From an optimization exercise on the open Yosys and OpenROAD flow, aimed at small area, a short achievable clock period and few clock cycles per item; shortcuts taken in it are not production practice.
Where RTL was checked, it was by simulation tests only, not by an equivalence proof against the original.

==> flow/design.v <==
module divide(clk, rst, new_inp, dvdend, len_a, dvsor, len_b, quotient, remainder, count_add, count_sub, done);
	input clk;
	input rst;
	input new_inp;
	input [31:0] dvdend, dvsor;
	input [4:0] len_a, len_b;
	output [31:0] quotient, remainder;
	output reg done;
	output reg [4:0] count_add, count_sub;
	reg [30:0] q;       
	reg [30:0] r;       
	reg z;              
	reg [30:0] e;       
	reg [4:0] m;        
	wire [5:0] sd = {1'b0, len_a} - {1'b0, len_b};
	wire bz = (dvsor[30:0] == 31'd0);
	wire lt = sd[5];
	wire [31:0] t = {1'b0, r} - {1'b0, e};
	wire qb = ~t[31];
	wire start = done & new_inp;
	assign quotient = {z, q};
	assign remainder = {z, r};
	always @(posedge clk) begin
		if (rst)
			done <= 1'b1;
		else if (start)
			done <= bz | lt;
		else if (!done)
			done <= (m == 5'd0);
	end
	always @(posedge clk) begin
		if (done) begin
			e <= dvsor[30:0] << sd[4:0];
			m <= sd[4:0];
		end else begin
			e <= e >> 1;
			m <= m - 5'd1;
		end
	end
	always @(posedge clk) begin
		if (start) begin
			r <= dvdend[30:0] | {31{bz}};
			q <= {31{bz}};
			z <= bz;
			count_add <= 5'd0;
			count_sub <= (bz | lt) ? 5'd0 : 5'd1;
		end else if (!done) begin
			if (qb)
				r <= t[30:0];
			q <= {q[29:0], qb};
			if (!qb)
				count_add <= count_add + 5'd1;
			else if (m != 5'd0)
				count_sub <= count_sub + 5'd1;
		end
	end
endmodule
Settings: LEC_CHECK=0, ABC_AREA=1, CAP_MARGIN=20, CORE_MARGIN=2, CORE_UTILIZATION=40, SETUP_SLACK_MARGIN=3.3, SLEW_MARGIN=20; clock period 6.0 ns.
standard.sh (not shown) runs the stock make flow with config.mk's settings and CLKGATE_MAP_FILE= SYNTH_SCRIPT=/design/flow/synth_recipe.tcl, a recipe that flattens the netlist after the stock synthesis.
==> flow/flow/run.sh <==
#!/bin/bash
# The standard layout (the standard.sh, all ORFS steps unchanged), except
# that the port buffers buffer_ports inserts are plain buffers (buf_1, sized
# up later by the repair steps when needed) instead of the delay cells it
# picks by default. Make's full output goes to flow.log.
set -euo pipefail
bash standard.sh finish "BUFFER_PORTS_ARGS=-buffer_cell sky130_fd_sc_hd__buf_1" > flow.log 2>&1
Testbench counts at the start, summed over its fixed seeds: cycles 36,021, items 4,000.
Then changed:
==> flow/flow/run.sh (replaced) <==
#!/bin/bash
# The standard layout (standard.sh: ORFS synthesis and every layout step
# unchanged) with two library choices added to config.mk:
#  - full and half adder cells are not used, so Yosys leaves adders to abc
#    as plain gates (faster than the fa/ha cells);
#  - buffer_ports inserts plain buf_1 port buffers (sized up later by the
#    repair steps where needed) instead of the delay cells it picks by default.
# Make's full output, with every tool's, goes to flow.log; ORFS also keeps
# each step's log under orfs/logs.
set -euo pipefail
cat >> config.mk <<'EOC'
export DONT_USE_CELLS = sky130_fd_sc_hd__fa_1 sky130_fd_sc_hd__fa_2 sky130_fd_sc_hd__fa_4 sky130_fd_sc_hd__ha_1 sky130_fd_sc_hd__ha_2 sky130_fd_sc_hd__ha_4
export BUFFER_PORTS_ARGS = -buffer_cell sky130_fd_sc_hd__buf_1
EOC
bash standard.sh finish > flow.log 2>&1
BUFFER_PORTS_ARGS = -buffer_cell sky130_fd_sc_hd__buf_1   (was default)
DONT_USE_CELLS = sky130_fd_sc_hd__fa_1 sky130_fd_sc_hd__fa_2 sky130_fd_sc_hd__fa_4 sky130_fd_sc_hd__ha_1 sky130_fd_sc_hd__ha_2 sky130_fd_sc_hd__ha_4   (was default)
SETUP_SLACK_MARGIN = 3.5   (was 3.3)
Outcome: The changed run completed without violations; core utilization climbs by 1.3 points; synthesized cell count went up by 9.6%; via count is higher by 9.1%; worst setup slack gains 0.34 ns; critical path depth went up by 1; die area went up by about 0.7%.


Setup of run 1:
divide, a different RTL version from the one above (not shown whole).
Size in the first run: ~1700 cells after synthesis, roughly 150 I/O pins, about 10000 sq um of cells after synthesis.
==> flow/design.v (excerpt) <==
module divide(clk, rst, new_inp, dvdend, len_a, dvsor, len_b, quotient, remainder, count_add, count_sub, done);
Settings: LEC_CHECK=0, ABC_AREA=1, CAP_MARGIN=20, CORE_MARGIN=2, CORE_UTILIZATION=40, PLACE_DENSITY=0.8, SETUP_SLACK_MARGIN=2.8, SLEW_MARGIN=20, DONT_USE_CELLS=sky130_fd_sc_hd__fa_1 sky130_fd_sc_hd__fa_2 sky130_fd_sc_hd__fa_4 sky130_fd_sc_hd__ha_1 sky130_fd_sc_hd__ha_2 sky130_fd_sc_hd__ha_4, BUFFER_PORTS_ARGS=-buffer_cell sky130_fd_sc_hd__buf_1; clock period 6.0 ns.
==> flow/flow/run.sh <==
#!/bin/bash
# The standard layout (standard.sh: ORFS synthesis and every layout step
# unchanged) with two library choices added to config.mk:
#  - full and half adder cells are not used, so Yosys leaves adders to abc
#    as plain gates (faster than the fa/ha cells);
#  - buffer_ports inserts plain buf_1 port buffers (sized up later by the
#    repair steps where needed) instead of the delay cells it picks by default.
# Make's full output, with every tool's, goes to flow.log; ORFS also keeps
# each step's log under orfs/logs.
set -euo pipefail
cat >> config.mk <<'EOC'
export DONT_USE_CELLS = sky130_fd_sc_hd__fa_1 sky130_fd_sc_hd__fa_2 sky130_fd_sc_hd__fa_4 sky130_fd_sc_hd__ha_1 sky130_fd_sc_hd__ha_2 sky130_fd_sc_hd__ha_4
export BUFFER_PORTS_ARGS = -buffer_cell sky130_fd_sc_hd__buf_1
EOC
bash standard.sh finish > flow.log 2>&1
Testbench counts of run 1, summed over its fixed seeds: cycles 21,027, items 4,000.
Setup changes, run 1 to run 2
# run 1
export LEC_CHECK = 0
export ABC_AREA = 1
export CAP_MARGIN = 20
export CORE_MARGIN = 2
export CORE_UTILIZATION = 40
export PLACE_DENSITY = 0.8
export SETUP_SLACK_MARGIN = 2.8
export SLEW_MARGIN = 20
export DONT_USE_CELLS = sky130_fd_sc_hd__fa_1 sky130_fd_sc_hd__fa_2 sky130_fd_sc_hd__fa_4 sky130_fd_sc_hd__ha_1 sky130_fd_sc_hd__ha_2 sky130_fd_sc_hd__ha_4
export BUFFER_PORTS_ARGS = -buffer_cell sky130_fd_sc_hd__buf_1
create_clock -name core_clock -period 6.0 [get_ports {clk}]
# run 2
export LEC_CHECK = 0
export ABC_AREA = 1
export CAP_MARGIN = 20
export CORE_MARGIN = 2
export CORE_UTILIZATION = 40
export SETUP_SLACK_MARGIN = 2.7
export SLEW_MARGIN = 20
export DONT_USE_CELLS = sky130_fd_sc_hd__fa_1 sky130_fd_sc_hd__fa_2 sky130_fd_sc_hd__fa_4 sky130_fd_sc_hd__ha_1 sky130_fd_sc_hd__ha_2 sky130_fd_sc_hd__ha_4
export BUFFER_PORTS_ARGS = -buffer_cell sky130_fd_sc_hd__buf_1
create_clock -name core_clock -period 6.0 [get_ports {clk}]
- Routed length on met1 (higher): run 2
- Run 2 vs. run 1: finished layout cell area decreased by 190 sq um relative to the old numbers; hold slack essentially unchanged.
- Run 2 | status: complete | timing, DRC, antenna: pass
Input-level comparison between run 3 and run 2:
# run 2
export LEC_CHECK = 0
export ABC_AREA = 1
export CAP_MARGIN = 20
export CORE_MARGIN = 2
export CORE_UTILIZATION = 40
export SETUP_SLACK_MARGIN = 2.7
export SLEW_MARGIN = 20
export DONT_USE_CELLS = sky130_fd_sc_hd__fa_1 sky130_fd_sc_hd__fa_2 sky130_fd_sc_hd__fa_4 sky130_fd_sc_hd__ha_1 sky130_fd_sc_hd__ha_2 sky130_fd_sc_hd__ha_4
export BUFFER_PORTS_ARGS = -buffer_cell sky130_fd_sc_hd__buf_1
create_clock -name core_clock -period 6.0 [get_ports {clk}]
# run 3
export LEC_CHECK = 0
export ABC_AREA = 1
export CAP_MARGIN = 20
export CORE_MARGIN = 2
export CORE_UTILIZATION = 40
export GPL_ROUTABILITY_DRIVEN = 0
export SETUP_SLACK_MARGIN = 2.8
export SLEW_MARGIN = 20
export DONT_USE_CELLS = sky130_fd_sc_hd__fa_1 sky130_fd_sc_hd__fa_2 sky130_fd_sc_hd__fa_4 sky130_fd_sc_hd__ha_1 sky130_fd_sc_hd__ha_2 sky130_fd_sc_hd__ha_4
export BUFFER_PORTS_ARGS = -buffer_cell sky130_fd_sc_hd__buf_1
create_clock -name core_clock -period 6.0 [get_ports {clk}]
Between run 3 and run 2, the count of inverters other than clock inverters in the layout figures differ only marginally.
Diff run 2..run 3 | total placed cells including tap cells | unchanged
Run 3 vs run 2, final critical-path share of the clock period went down by 1.7 points.
Compared with run 2, run 3 supports a higher clock frequency.
As far as post-synthesis net count is concerned, run 3 and run 2 perform about the same.
Clock-pin slew of the registers on the worst-case setup and hold paths delta (run 3 -> run 2): insignificant
Run 3 against run 2: count of cells along the worst register-to-register path down 9.1%; routed metal-1 wirelength down 100 um; data arrival time of the worst path down 0.10 ns.
diff inputs: run 3 => run 4
# run 3
export LEC_CHECK = 0
export ABC_AREA = 1
export CAP_MARGIN = 20
export CORE_MARGIN = 2
export CORE_UTILIZATION = 40
export GPL_ROUTABILITY_DRIVEN = 0
export SETUP_SLACK_MARGIN = 2.8
export SLEW_MARGIN = 20
export DONT_USE_CELLS = sky130_fd_sc_hd__fa_1 sky130_fd_sc_hd__fa_2 sky130_fd_sc_hd__fa_4 sky130_fd_sc_hd__ha_1 sky130_fd_sc_hd__ha_2 sky130_fd_sc_hd__ha_4
export BUFFER_PORTS_ARGS = -buffer_cell sky130_fd_sc_hd__buf_1
create_clock -name core_clock -period 6.0 [get_ports {clk}]
# run 4
export LEC_CHECK = 0
export ABC_AREA = 1
export CAP_MARGIN = 20
export CORE_MARGIN = 2
export CORE_UTILIZATION = 40
export SETUP_SLACK_MARGIN = 2.85
export SLEW_MARGIN = 20
export DONT_USE_CELLS = sky130_fd_sc_hd__fa_1 sky130_fd_sc_hd__fa_2 sky130_fd_sc_hd__fa_4 sky130_fd_sc_hd__ha_1 sky130_fd_sc_hd__ha_2 sky130_fd_sc_hd__ha_4
export BUFFER_PORTS_ARGS = -buffer_cell sky130_fd_sc_hd__buf_1
create_clock -name core_clock -period 6.0 [get_ports {clk}]
## What came out
- Side by side, area growth from synthesis to layout turned out higher in run 4 than in run 3.
- Run 3 and run 4 ended up with nearly the same overall routing resource usage.
- Going from run 3 to run 4, via total after detailed routing moved up, maximum fanout along the worst path went up, final design instance area without fill went up about 0.9%, final critical-path share of the clock period comparable.
- Layout inverter count without the clock tree: run 3 vs run 4 identical
## Diff of input files: run 5 against run 4
# run 4
export LEC_CHECK = 0
export ABC_AREA = 1
export CAP_MARGIN = 20
export CORE_MARGIN = 2
export CORE_UTILIZATION = 40
export SETUP_SLACK_MARGIN = 2.85
export SLEW_MARGIN = 20
export DONT_USE_CELLS = sky130_fd_sc_hd__fa_1 sky130_fd_sc_hd__fa_2 sky130_fd_sc_hd__fa_4 sky130_fd_sc_hd__ha_1 sky130_fd_sc_hd__ha_2 sky130_fd_sc_hd__ha_4
export BUFFER_PORTS_ARGS = -buffer_cell sky130_fd_sc_hd__buf_1
create_clock -name core_clock -period 6.0 [get_ports {clk}]
# run 5
export LEC_CHECK = 0
export ABC_AREA = 1
export CAP_MARGIN = 20
export CORE_MARGIN = 2
export CORE_UTILIZATION = 40
export SETUP_SLACK_MARGIN = 2.8
export SLEW_MARGIN = 20
export TNS_END_PERCENT = 20
export DONT_USE_CELLS = sky130_fd_sc_hd__fa_1 sky130_fd_sc_hd__fa_2 sky130_fd_sc_hd__fa_4 sky130_fd_sc_hd__ha_1 sky130_fd_sc_hd__ha_2 sky130_fd_sc_hd__ha_4
export BUFFER_PORTS_ARGS = -buffer_cell sky130_fd_sc_hd__buf_1
create_clock -name core_clock -period 6.0 [get_ports {clk}]
Results
Run 5: full flow OK, the timing, design-rule and antenna checks passed
Arithmetic-cell share of the synthesized area counting full adders, half adders and majority gates came out exactly the same in run 5 and run 4.
Basic-gate share of the synthesized area counting and, or, nand and nor cells came out exactly the same in run 5 and run 4.
Run 5 falls short of run 4 in slack of the worst reg-to-reg path.
| cell area after layout | run 5 vs run 4 | better |
Run 5 -> run 4: half-perimeter wire length after placement delta 0, exact match


Setup of the previous run:
Another version of the RTL of divide (not shown whole).
For scale: ~1,800 cells after synthesis, roughly 110 flip-flops, roughly 150 I/O pins, about 11,000 sq um of cells after synthesis.
clock: 6.0 ns
lec_check: 0
abc_area: 1
cap_margin: 20
core_margin: 2
core_utilization: 40
setup_slack_margin: 2.9
slew_margin: 20
dont_use_cells: sky130_fd_sc_hd__fa_1 sky130_fd_sc_hd__fa_2 sky130_fd_sc_hd__fa_4 sky130_fd_sc_hd__ha_1 sky130_fd_sc_hd__ha_2 sky130_fd_sc_hd__ha_4
buffer_ports_args: -buffer_cell sky130_fd_sc_hd__buf_1
Scripts as last shown in full above: flow/flow/run.sh
The previous run: all stages complete, timing, DRC and antenna checks passed
Relative to the previous run, the following input files were edited for the current run:
Settings: a change of SETUP_SLACK_MARGIN from 2.9 to 2.8.
==> summary.txt <==
In the current run the buffers plus inverters on the worst setup path turned out 3 higher than in the previous run.
No run of this note included a check of the RTL's function; only the layout flow was run.


Setup of before:
Another version of the RTL of divide (not shown whole).
For scale: roughly 1300 cells after synthesis, ~150 I/O pins, roughly 8400 sq um of cells after synthesis.
==> flow/config.mk <==
export PLATFORM = sky130hd
export DESIGN_NAME = divide
export DESIGN_NICKNAME = divide
export VERILOG_FILES = /design/flow/design.v
export SDC_FILE = /design/flow/constraint.sdc
export NUM_CORES = 4
export LEC_CHECK = 0
export ABC_AREA = 1
export CAP_MARGIN = 20
export CORE_MARGIN = 2
export CORE_UTILIZATION = 40
export SETUP_SLACK_MARGIN = 3.3
export SLEW_MARGIN = 20
==> flow/constraint.sdc <==
create_clock -name core_clock -period 6.0 [get_ports {clk}]
set_input_delay 1.2000 -clock core_clock [delete_from_list [all_inputs] [get_ports {clk}]]
set_output_delay 1.2000 -clock core_clock [all_outputs]
set_load 0.01 [all_outputs]
run.sh (not shown) runs the stock make flow with config.mk's settings and CLKGATE_MAP_FILE= SYNTH_SCRIPT=/design/flow/synth_recipe.tcl, a recipe that flattens the netlist after the stock synthesis.
Stock flow here: none of the scripts above is used.
before went all the way through the flow, and no timing, DRC or antenna check failed.
Testbench counts of before, summed over its fixed seeds: cycles 36,021, items 4,000.
The following lists how after was set up differently from before:
- swapping 3.3 for 3 in SETUP_SLACK_MARGIN
Notes after the runs:
No stage failed in after, and the final checks on the layout all came back clean. Maximum fanout along the worst path in after is 7 higher than in before. Across both runs, synthesis-to-layout area growth was lower for after than for before. When the final numbers for before and after were put side by side, the first-pass GRT wire length turned out to be smaller in after.


build 23:
Another version of the RTL of divide (not shown whole).
Size in the first run: ~1100 cells after synthesis, about 110 flip-flops, ~9300 sq um of cells after synthesis.
Settings: LEC_CHECK=0, CAP_MARGIN=20, CORE_MARGIN=2, CORE_UTILIZATION=40, SLEW_MARGIN=20; clock period 6.0 ns.
Build 23 completed every stage of the flow, and the final layout passed the timing, design-rule and antenna checks.
Testbench counts of build 23, summed over its fixed seeds: cycles 21,027, items 4,000.
Inputs modified between build 23 and build 24:
Settings: SETUP_SLACK_MARGIN newly set to 2.5.
Findings:
- Setup slack of build 24 is on par with build 23.
- Wire length of the first global-routing pass was higher in the run labelled build 24.
- Cmp build 23 and build 24 / count of buffers not belonging to the clock network in the layout / higher: build 24
- Delta (build 24 minus build 23): half-perimeter wire length after placement now sits higher, end-of-flow core utilization now sits higher.
- Against build 23, number of inverters outside the clock class in the layout in build 24 rose by a few percent.
> inputs changed (build 24 -> build 67)
Settings: removing SETUP_SLACK_MARGIN (formerly 2.5); setting ABC_CLOCK_PERIOD_IN_PS to 3000 for the first time.
==> comparison <==
From build 24 to build 67 the numbers moved as follows: post-layout minimum cycle time roughly the same, area after synthesis did not really move.
Critical path data arrival time: build 24 vs build 67 — no meaningful difference
Changes observed in build 67 relative to build 24: non-filler instance count after layout moved down, area growth from synthesis to layout saw a decrease.

==> static timing again, ports no longer ideal <==
Ports are ideal in the flow. The routed layouts listed here were re-timed in OpenROAD. Step 1 (the two cells are an assumption about what drives the block):
set clk [get_ports {clk}]
set_driving_cell -lib_cell sky130_fd_sc_hd__clkbuf_16 $clk
set_driving_cell -lib_cell sky130_fd_sc_hd__buf_2 [delete_from_list [all_inputs] $clk]
Step 2 adds t to the input delays and takes it off the output delays; t is the mean of the earliest and latest rising clock arrival at the registers after step 1. Input paths then give back, and output paths get back, about the clock's delay inside the block. a / b / c = ideal ports / drivers / drivers and shift; a / b = the first two.
| run | t (ns) | slack for setup (ns) | cell pins on the clock port's net |
|---|---|---|---|
| the first run of note 1 | 0.413 | 3.191 / 3.192 / 2.779 | 1 |
| the second run of note 1 | 0.401 | 3.534 / 3.546 / 3.144 | 1 |
| run 1 | 0.412 | 2.859 / 2.883 / 2.471 | 1 |
| run 2 | 0.416 | 2.861 / 2.891 / 2.475 | 1 |
| run 3 | 0.416 | 2.961 / 2.988 / 2.572 | 1 |
| run 4 | 0.416 | 2.953 / 2.979 / 2.563 | 1 |
| run 5 | 0.416 | 2.902 / 2.929 / 2.512 | 1 |
| the previous run | 0.424 | 3.035 / 3.035 / 2.663 | 1 |
| the current run | 0.421 | 2.965 / 2.978 / 2.575 | 1 |
| before | 0.414 | 3.172 / 3.127 / 2.816 | 1 |
| after | 0.410 | 3.094 / 3.081 / 2.704 | 1 |
| build 23 | 0.412 | 0.227 / 0.227 / 0.227 | 1 |
| build 24 | 0.416 | 0.228 / 0.228 / 0.228 | 1 |
| build 67 | 0.412 | 0.227 / 0.227 / 0.227 | 1 |
After both steps every run listed still meets setup and hold. For the first run of note 1, which loses most, drivers alone change the setup slack by +0.001 ns; drivers and shift together by -0.412 ns.
